What follows belongs to an exercise in optimizing a design on an open flow for small area, a short achievable clock period and few clock cycles; a production flow would make more cautious choices.
Only simulation tests tie the RTL to the original design; equivalence was not proved.
The clock port is modelled as an ideal driver; clocking choices that lean on that would not hold on a real chip.
Power figures rest on the tool's default switching activity, not on a simulated workload.

## the baseline
// LOONG_ENC
module LOONG_ENC (
    input  wire        clk,
    input  wire        reset,         
    input  wire        start,
    input  wire [63:0] plaintext,
    input  wire [63:0] roundKey,
    output reg  [63:0] ciphertext,
    output reg         done
);
Size: ~65 flip-flops, about 0.0019 mm^2 of cells after synthesis.
==> flow/config.mk <==
export PLATFORM = sky130hd
export DESIGN_NAME = LOONG_ENC
export DESIGN_NICKNAME = LOONG_ENC
export VERILOG_FILES = /design/flow/design.v
export SDC_FILE = /design/flow/constraint.sdc
export NUM_CORES = 4
export LEC_CHECK = 0
export CAP_MARGIN = 20
export CORE_MARGIN = 2
export CORE_UTILIZATION = 40
export SLEW_MARGIN = 20
==> flow/constraint.sdc <==
create_clock -name core_clock -period 5.0 [get_ports {clk}]
set_input_delay 1.0000 -clock core_clock [delete_from_list [all_inputs] [get_ports {clk}]]
set_output_delay 1.0000 -clock core_clock [all_outputs]
set_load 0.01 [all_outputs]
standard.sh (not shown) runs the stock make flow with config.mk's settings and CLKGATE_MAP_FILE= SYNTH_SCRIPT=/design/flow/synth_recipe.tcl, a recipe that flattens the netlist after the stock synthesis.
==> flow/flow/run.sh <==
#!/bin/bash
# Layout flow: the standard synthesis and flow, with small port buffers and
# output cells next to their pins (flow/place.tcl) and a one-level clock
# distribution (flow/clk.tcl) in place of the CTS tree.
# Each tool's output goes to its own log in the work folder.
set -euo pipefail
W=$(pwd)
bash standard.sh synth > "$W/synth.log" 2>&1
bash standard.sh \
  BUFFER_PORTS_ARGS="-buffer_cell sky130_fd_sc_hd__buf_1" \
  PRE_DETAIL_PLACE_TCL="$W/flow/place.tcl" \
  PRE_CTS_TCL="$W/flow/pre_cts.tcl" \
  CTS_ARGS="-buf_list sky130_fd_sc_hd__clkbuf_8 -root_buf sky130_fd_sc_hd__clkbuf_8 -dont_use_dummy_load" \
  finish > "$W/layout.log" 2>&1
==> flow/flow/pre_cts.tcl <==
# Runs before ORFS's CTS step: build the clock distribution here (the clock
# port drives four buffers, each feeding the registers of one sector), after
# which clock_tree_synthesis finds the clock net already buffered and skips it.
source [file join [file dirname [info script]] clk.tcl]
my_clock_buffers 4 sky130_fd_sc_hd__clkbuf_8
Other scripts of this flow, unchanged in this note and not shown: flow/flow/clk.tcl, flow/flow/place.tcl
The baseline: done, clean on timing, DRC and antenna
Testbench counts of the baseline, summed over its fixed seeds: cycles 960.
[inputs] the candidate vs the baseline
diff --git a/flow/flow/run.sh b/flow/flow/run.sh
--- a/flow/flow/run.sh
+++ b/flow/flow/run.sh
@@ -13 +13 @@
-  CTS_ARGS="-buf_list sky130_fd_sc_hd__clkbuf_8 -root_buf sky130_fd_sc_hd__clkbuf_8 -dont_use_dummy_load" \
+  CTS_ARGS="-buf_list sky130_fd_sc_hd__clkbuf_16 -root_buf sky130_fd_sc_hd__clkbuf_16 -dont_use_dummy_load" \
diff --git a/flow/flow/pre_cts.tcl b/flow/flow/pre_cts.tcl
--- a/flow/flow/pre_cts.tcl
+++ b/flow/flow/pre_cts.tcl
@@ -5 +5 @@
-my_clock_buffers 4 sky130_fd_sc_hd__clkbuf_8
+my_clock_buffers 4 sky130_fd_sc_hd__clkbuf_16
## What came out
The candidate -> the baseline: final cell count delta 0, exact match
Compared with the baseline, in the candidate clock period minus final worst setup slack -0.027 ns, worst hold slack +0.024 ns, setup slack +0.027 ns.
Share of power burned in the clock network was lower in the baseline than in the candidate.
Diff the baseline -> the candidate | design area | up slightly
Combinational fraction of design power for the candidate: 1.1 points down relative to the baseline
As far as post-detailed-route count of antenna-violating nets goes, the baseline and the candidate are indistinguishable; the numbers are identical.

---

build 80:
Starting RTL as in the previous note.
Settings: LEC_CHECK=0, CAP_MARGIN=20, CORE_MARGIN=2, CORE_UTILIZATION=40, SLEW_MARGIN=20; clock period 5.0 ns.
==> flow/flow/run.sh <==
#!/bin/bash
# Layout flow: the standard synthesis and flow, with small port buffers and
# output pins spread evenly (flow/pins.tcl), each output register and its
# port buffer next to the pin (flow/place.tcl)
# and a one-level clock distribution (flow/clk.tcl) in place of the CTS tree.
# Each tool's output goes to its own log in the work folder.
set -euo pipefail
W=$(pwd)
bash standard.sh synth > "$W/synth.log" 2>&1
bash standard.sh \
  BUFFER_PORTS_ARGS="-buffer_cell sky130_fd_sc_hd__buf_1" \
  PRE_IO_PLACEMENT_TCL="$W/flow/pins.tcl" \
  PRE_DETAIL_PLACE_TCL="$W/flow/place.tcl" \
  POST_DETAIL_PLACE_TCL="$W/flow/post_dp.tcl" \
  PRE_CTS_TCL="$W/flow/pre_cts.tcl" \
  CTS_ARGS="-buf_list sky130_fd_sc_hd__buf_12 -root_buf sky130_fd_sc_hd__buf_12 -dont_use_dummy_load" \
  finish > "$W/layout.log" 2>&1
==> flow/flow/clk.tcl <==
# Clock distribution: the clock port drives NCLK buffers, each at the centre
# of the registers of one sector of the die around the registers' centre.
source [file join [file dirname [info script]] sites.tcl]
proc my_clock_buffers { ncl cell } {
  set block [ord::get_db_block]
  my_sites::init 0
  set dbu [$block getDbUnitsPerMicron]
  set pins {}
  set xs 0.0; set ys 0.0
  foreach p [get_pins -of_objects [get_nets clk] -filter "direction==input"] {
    set inst [[sta::sta_to_db_pin $p] getInst]
    set bb [$inst getBBox]
    set x [expr {([$bb xMin] + [$bb xMax]) / 2.0 / $dbu}]
    set y [expr {([$bb yMin] + [$bb yMax]) / 2.0 / $dbu}]
    lappend pins [list $p $x $y]
    set xs [expr {$xs + $x}]; set ys [expr {$ys + $y}]
  }
  set n [llength $pins]
  set cx [expr {$xs / $n}]; set cy [expr {$ys / $n}]
  set pi 3.14159265358979
  set groups {}
  for {set g 0} {$g < $ncl} {incr g} { dict set groups $g {} }
  foreach e $pins {
    lassign $e p x y
    set a [expr {atan2($y - $cy, $x - $cx) + $pi}]
    set g [expr {int($a / (2 * $pi) * $ncl) % $ncl}]
    dict lappend groups $g $e
  }
  set k 0
  dict for {g es} $groups {
    if {[llength $es] == 0} continue
    set gx 0.0; set gy 0.0; set lp {}
    foreach e $es { lassign $e p x y; set gx [expr {$gx + $x}]; set gy [expr {$gy + $y}]; lappend lp $p }
    set m [llength $es]
    set buf [insert_buffer -buffer_cell $cell -net clk -load_pins $lp \
      -location [list [expr {$gx / $m}] [expr {$gy / $m}]] \
      -buffer_name clkbuf_$k -net_name clknet_$k]
    # on the free sites nearest the group's centre, so that no cell moves
    my_sites::put [$block findInst [get_full_name $buf]] [expr {int($gx / $m * $dbu)}] [expr {int($gy / $m * $dbu)}] PLACED
    puts "clock buffer clkbuf_$k: $m registers"
    incr k
  }
  foreach net [$block getNets] {
    if {[string match clknet_* [$net getName]] || [$net getName] eq "clk"} { $net setSigType CLOCK }
  }
}
==> flow/flow/pre_cts.tcl <==
# Runs before ORFS's CTS step: build the clock distribution here (the clock
# port drives four buffers, each feeding the registers of one sector), after
# which clock_tree_synthesis finds the clock net already buffered and skips it.
source [file join [file dirname [info script]] clk.tcl]
my_clock_buffers 4 sky130_fd_sc_hd__buf_12
Other scripts of this flow, unchanged in this note and not shown: flow/flow/pins.tcl, flow/flow/place.tcl, flow/flow/post_dp.tcl, flow/flow/sites.tcl
Build 80 went all the way through synthesis, placement and routing and the layout is clean on timing, DRC and antenna.
Testbench counts of build 80, summed over its fixed seeds: cycles 960.
Input-level comparison between build 86 and build 80:
==> flow/flow/run.sh <==
#!/bin/bash
# Layout flow: the standard synthesis and ORFS flow (standard.sh), with
#  - buf_1 port buffers;
#  - the output pins spread evenly along the edges (flow/pins.tcl);
#  - each output register and its port buffer side by side next to the pin
#    (flow/place.tcl, released by flow/post_dp.tcl), mirrored so that the
#    register's Q faces the buffer (flow/post_cts.tcl; incremental repair after
#    global routing is skipped, as its legalization would undo the mirroring);
#  - a one-level clock distribution, four buf_12 driven by the clock port
#    (flow/clk.tcl via flow/pre_cts.tcl), in place of the CTS tree.
# Each tool's output goes to its own log in the work folder (synth.log,
# layout.log, and ORFS's per-step logs under orfs/logs).
set -euo pipefail
W=$(pwd)
bash standard.sh synth > "$W/synth.log" 2>&1
bash standard.sh \
  BUFFER_PORTS_ARGS="-buffer_cell sky130_fd_sc_hd__buf_1" \
  PRE_IO_PLACEMENT_TCL="$W/flow/pins.tcl" \
  PRE_DETAIL_PLACE_TCL="$W/flow/place.tcl" \
  POST_DETAIL_PLACE_TCL="$W/flow/post_dp.tcl" \
  PRE_CTS_TCL="$W/flow/pre_cts.tcl" \
  POST_CTS_TCL="$W/flow/post_cts.tcl" \
  SKIP_INCREMENTAL_REPAIR=1 \
  CTS_ARGS="-buf_list sky130_fd_sc_hd__buf_16 -root_buf sky130_fd_sc_hd__buf_16 -dont_use_dummy_load" \
  finish > "$W/layout.log" 2>&1
diff --git a/flow/flow/clk.tcl b/flow/flow/clk.tcl
--- a/flow/flow/clk.tcl
+++ b/flow/flow/clk.tcl
@@ -1,4 +1,5 @@
-# Clock distribution: the clock port drives NCLK buffers, each at the centre
-# of the registers of one sector of the die around the registers' centre.
+# Clock distribution: the clock port drives ncl buffers, each on the free sites
+# nearest the centre of the registers of one sector of the die around the
+# registers' centre.
 source [file join [file dirname [info script]] sites.tcl]
 proc my_clock_buffers { ncl cell } {
==> flow/flow/post_cts.tcl (new file) <==
# Runs after ORFS's CTS step, whose legalization puts every cell back in its
# row's orientation: mirror cells again where that shortens the wiring (as
# ORFS's detailed placement step does), so that each output register's Q pin
# faces its port buffer's input.
optimize_mirroring
diff --git a/flow/flow/pre_cts.tcl b/flow/flow/pre_cts.tcl
--- a/flow/flow/pre_cts.tcl
+++ b/flow/flow/pre_cts.tcl
@@ -3,3 +3,3 @@
 # which clock_tree_synthesis finds the clock net already buffered and skips it.
 source [file join [file dirname [info script]] clk.tcl]
-my_clock_buffers 4 sky130_fd_sc_hd__buf_12
+my_clock_buffers 4 sky130_fd_sc_hd__buf_16
==> comparison <==
- Build 86 completed; timing, DRC and antenna clean
- Compared with build 80, in build 86 data arrival at the endpoint of the critical path moved down; number of DRC markers in iteration 0 saw a decrease; relative contribution of combinational cells to total power decreased by 1.0 points relative to the old numbers.
[inputs] build 53 vs build 86
==> flow/flow/run.sh <==
#!/bin/bash
# Layout flow: the standard synthesis and flow, with small port buffers and
# output pins spread evenly (flow/pins.tcl), each output register and its
# port buffer next to the pin (flow/place.tcl)
# and a one-level clock distribution (flow/clk.tcl) in place of the CTS tree.
# Each tool's output goes to its own log in the work folder.
set -euo pipefail
W=$(pwd)
bash standard.sh synth > "$W/synth.log" 2>&1
bash standard.sh \
  BUFFER_PORTS_ARGS="-buffer_cell sky130_fd_sc_hd__buf_1" \
  PRE_IO_PLACEMENT_TCL="$W/flow/pins.tcl" \
  PRE_DETAIL_PLACE_TCL="$W/flow/place.tcl" \
  POST_DETAIL_PLACE_TCL="$W/flow/post_dp.tcl" \
  PRE_CTS_TCL="$W/flow/pre_cts.tcl" \
  POST_CTS_TCL="$W/flow/post_cts.tcl" \
  CTS_ARGS="-buf_list sky130_fd_sc_hd__buf_12 -root_buf sky130_fd_sc_hd__buf_12 -dont_use_dummy_load" \
  finish > "$W/layout.log" 2>&1
diff --git a/flow/flow/clk.tcl b/flow/flow/clk.tcl
--- a/flow/flow/clk.tcl
+++ b/flow/flow/clk.tcl
@@ -1,5 +1,4 @@
-# Clock distribution: the clock port drives ncl buffers, each on the free sites
-# nearest the centre of the registers of one sector of the die around the
-# registers' centre.
+# Clock distribution: the clock port drives NCLK buffers, each at the centre
+# of the registers of one sector of the die around the registers' centre.
 source [file join [file dirname [info script]] sites.tcl]
 proc my_clock_buffers { ncl cell } {
diff --git a/flow/flow/pre_cts.tcl b/flow/flow/pre_cts.tcl
--- a/flow/flow/pre_cts.tcl
+++ b/flow/flow/pre_cts.tcl
@@ -3,3 +3,3 @@
 # which clock_tree_synthesis finds the clock net already buffered and skips it.
 source [file join [file dirname [info script]] clk.tcl]
-my_clock_buffers 4 sky130_fd_sc_hd__buf_16
+my_clock_buffers 4 sky130_fd_sc_hd__buf_12
Notes after the runs:
From build 86 to build 53, multi-input gate count did not move at all. Build 86 → build 53: number of register bits inferred by synthesis now sits at about the same level, slack of the critical path now sits lower, delay of the slowest cell on the worst path now sits at about the same level. Compared with build 86, in build 53 number of antenna violations at the first check in global routing held steady, power shrank by about 3.3%. Against build 86, leakage power total in build 53 fell slightly. Utilization after layout ended up 0.68 points lower on build 53 than on build 86.
The inputs of build 82 differ from those of build 53 as listed below.
==> flow/flow/run.sh <==
#!/bin/bash
# Layout flow: the standard synthesis and ORFS flow (standard.sh), with
#  - buf_1 port buffers;
#  - the output pins spread evenly along the edges (flow/pins.tcl);
#  - each output register and its port buffer side by side next to the pin
#    (flow/place.tcl, released by flow/post_dp.tcl), mirrored so that the
#    register's Q faces the buffer (flow/post_cts.tcl; incremental repair after
#    global routing is skipped, as its legalization would undo the mirroring);
#  - a one-level clock distribution, four buf_12 driven by the clock port
#    (flow/clk.tcl via flow/pre_cts.tcl), in place of the CTS tree.
# Each tool's output goes to its own log in the work folder (synth.log,
# layout.log, and ORFS's per-step logs under orfs/logs).
set -euo pipefail
W=$(pwd)
bash standard.sh synth > "$W/synth.log" 2>&1
bash standard.sh \
  BUFFER_PORTS_ARGS="-buffer_cell sky130_fd_sc_hd__buf_1" \
  PRE_IO_PLACEMENT_TCL="$W/flow/pins.tcl" \
  PRE_DETAIL_PLACE_TCL="$W/flow/place.tcl" \
  POST_DETAIL_PLACE_TCL="$W/flow/post_dp.tcl" \
  PRE_CTS_TCL="$W/flow/pre_cts.tcl" \
  POST_CTS_TCL="$W/flow/post_cts.tcl" \
  SKIP_INCREMENTAL_REPAIR=1 \
  CTS_ARGS="-buf_list sky130_fd_sc_hd__buf_16 -root_buf sky130_fd_sc_hd__buf_16 -dont_use_dummy_load" \
  finish > "$W/layout.log" 2>&1
diff --git a/flow/flow/clk.tcl b/flow/flow/clk.tcl
--- a/flow/flow/clk.tcl
+++ b/flow/flow/clk.tcl
@@ -1,4 +1,5 @@
-# Clock distribution: the clock port drives NCLK buffers, each at the centre
-# of the registers of one sector of the die around the registers' centre.
+# Clock distribution: the clock port drives ncl buffers, each on the free sites
+# nearest the centre of the registers of one sector of the die around the
+# registers' centre.
 source [file join [file dirname [info script]] sites.tcl]
 proc my_clock_buffers { ncl cell } {
diff --git a/flow/flow/pre_cts.tcl b/flow/flow/pre_cts.tcl
--- a/flow/flow/pre_cts.tcl
+++ b/flow/flow/pre_cts.tcl
@@ -3,3 +3,3 @@
 # which clock_tree_synthesis finds the clock net already buffered and skips it.
 source [file join [file dirname [info script]] clk.tcl]
-my_clock_buffers 4 sky130_fd_sc_hd__buf_12
+my_clock_buffers 2 sky130_fd_sc_hd__buf_16
Build 53 → build 82: final cell count now smaller, overall power now smaller, met2 track utilization from global routing now larger, sequential cell area share now larger, sequential power now smaller.
Build 53 has a lower multi-input gate share of the layout cell area than build 82.
Area: build 82 vs build 53 -> build 82 smaller
Build 82 was carried through to the last stage, and its layout satisfied the timing, DRC and antenna checks.
Relative to build 53, combinational fraction of design power has increased by 0.5 points in build 82.
--- input diff build 82..build 42 ---
# build 82
export LEC_CHECK = 0
export CAP_MARGIN = 20
export CORE_MARGIN = 2
export CORE_UTILIZATION = 40
export SLEW_MARGIN = 20
create_clock -name core_clock -period 5.0 [get_ports {clk}]
# build 42
export LEC_CHECK = 0
export CAP_MARGIN = 20
export CORE_MARGIN = 2
export CORE_UTILIZATION = 30
export SLEW_MARGIN = 20
create_clock -name core_clock -period 5.0 [get_ports {clk}]
diff --git a/flow/flow/run.sh b/flow/flow/run.sh
--- a/flow/flow/run.sh
+++ b/flow/flow/run.sh
@@ -22,4 +22,4 @@
   POST_CTS_TCL="$W/flow/post_cts.tcl" \
   SKIP_INCREMENTAL_REPAIR=1 \
-  CTS_ARGS="-buf_list sky130_fd_sc_hd__buf_16 -root_buf sky130_fd_sc_hd__buf_16 -dont_use_dummy_load" \
+  CTS_ARGS="-buf_list sky130_fd_sc_hd__buf_12 -root_buf sky130_fd_sc_hd__buf_12 -dont_use_dummy_load" \
   finish > "$W/layout.log" 2>&1
diff --git a/flow/flow/pre_cts.tcl b/flow/flow/pre_cts.tcl
--- a/flow/flow/pre_cts.tcl
+++ b/flow/flow/pre_cts.tcl
@@ -3,3 +3,3 @@
 # which clock_tree_synthesis finds the clock net already buffered and skips it.
 source [file join [file dirname [info script]] clk.tcl]
-my_clock_buffers 2 sky130_fd_sc_hd__buf_16
+my_clock_buffers 4 sky130_fd_sc_hd__buf_12
[summary]
- The final reports for build 42 and build 82 show switching share of total power lower in the former.
- Compare build 82 and build 42 | aggregate global-route resource usage lower: build 42
- Relative to build 82, the starting DRC count in detailed routing measured on build 42 has decreased by more than a quarter.
- Looking at amount of wire on met2 after detailed routing, build 42 sits 68 um below build 82.
- Going from build 82 to build 42, final total power shows an increase of about 4%, sum of routed wire length over all layers shows an increase of about 5.6%, post-route cell area shows an increase of 2.0%, cell count after synthesis shows no meaningful change, internal power consumption shows an increase of 5.3%.
- Going from build 82 to build 42, utilization after layout shrinks by 15 points.
- As far as area occupied by registers goes, build 82 and build 42 are indistinguishable; the numbers are identical.

-- what the ideal ports hide --
How much do the figures lean on ideal ports? The routed layouts below were timed once more, with nothing changed but the port constraints.
Step 1, drivers: a clkbuf_16 drives clk and a buf_2 each remaining input, both assumed.
Step 2 adds t to the input delays and takes it off the output delays; t is the mean of the earliest and latest rising clock arrival at the registers after step 1. Input paths then give back, and output paths get back, about the clock's delay inside the block.
Three values: no drivers, after step 1, after step 2; two values: the first two.
run | t, ns | setup slack, ns | hold WS [ns] | worst setup path after step 2 | worst data-port slew with drivers (ns)
the baseline | 0.198 | 3.349 / 3.305 / 3.503 | 0.588 / 0.568 / 0.766 | register to output | 0.05
the candidate | 0.198 | 3.376 / 3.314 / 3.511 | 0.612 / 0.574 / 0.771 | register to output | 0.05
build 80 | 0.182 | 3.398 / 3.322 / 3.348 | 0.661 / 0.624 / 0.806 | input to register | 0.05
build 86 | 0.197 | 3.417 / 3.325 / 3.352 | 0.665 / 0.619 / 0.816 | input to register | 0.05
build 53 | 0.185 | 3.398 / 3.321 / 3.306 | 0.660 / 0.622 / 0.807 | input to register | 0.05
build 82 | 0.197 | 3.371 / 3.310 / 3.349 | 0.625 / 0.602 / 0.798 | input to register | 0.05
build 42 | 0.185 | 3.420 / 3.338 / 3.355 | 0.688 / 0.639 / 0.824 | input to register | 0.04
After both steps setup and hold are still met in every run listed. The setup slack of build 53, which loses most, moves by -0.077 ns with the drivers and by -0.092 ns with both steps.
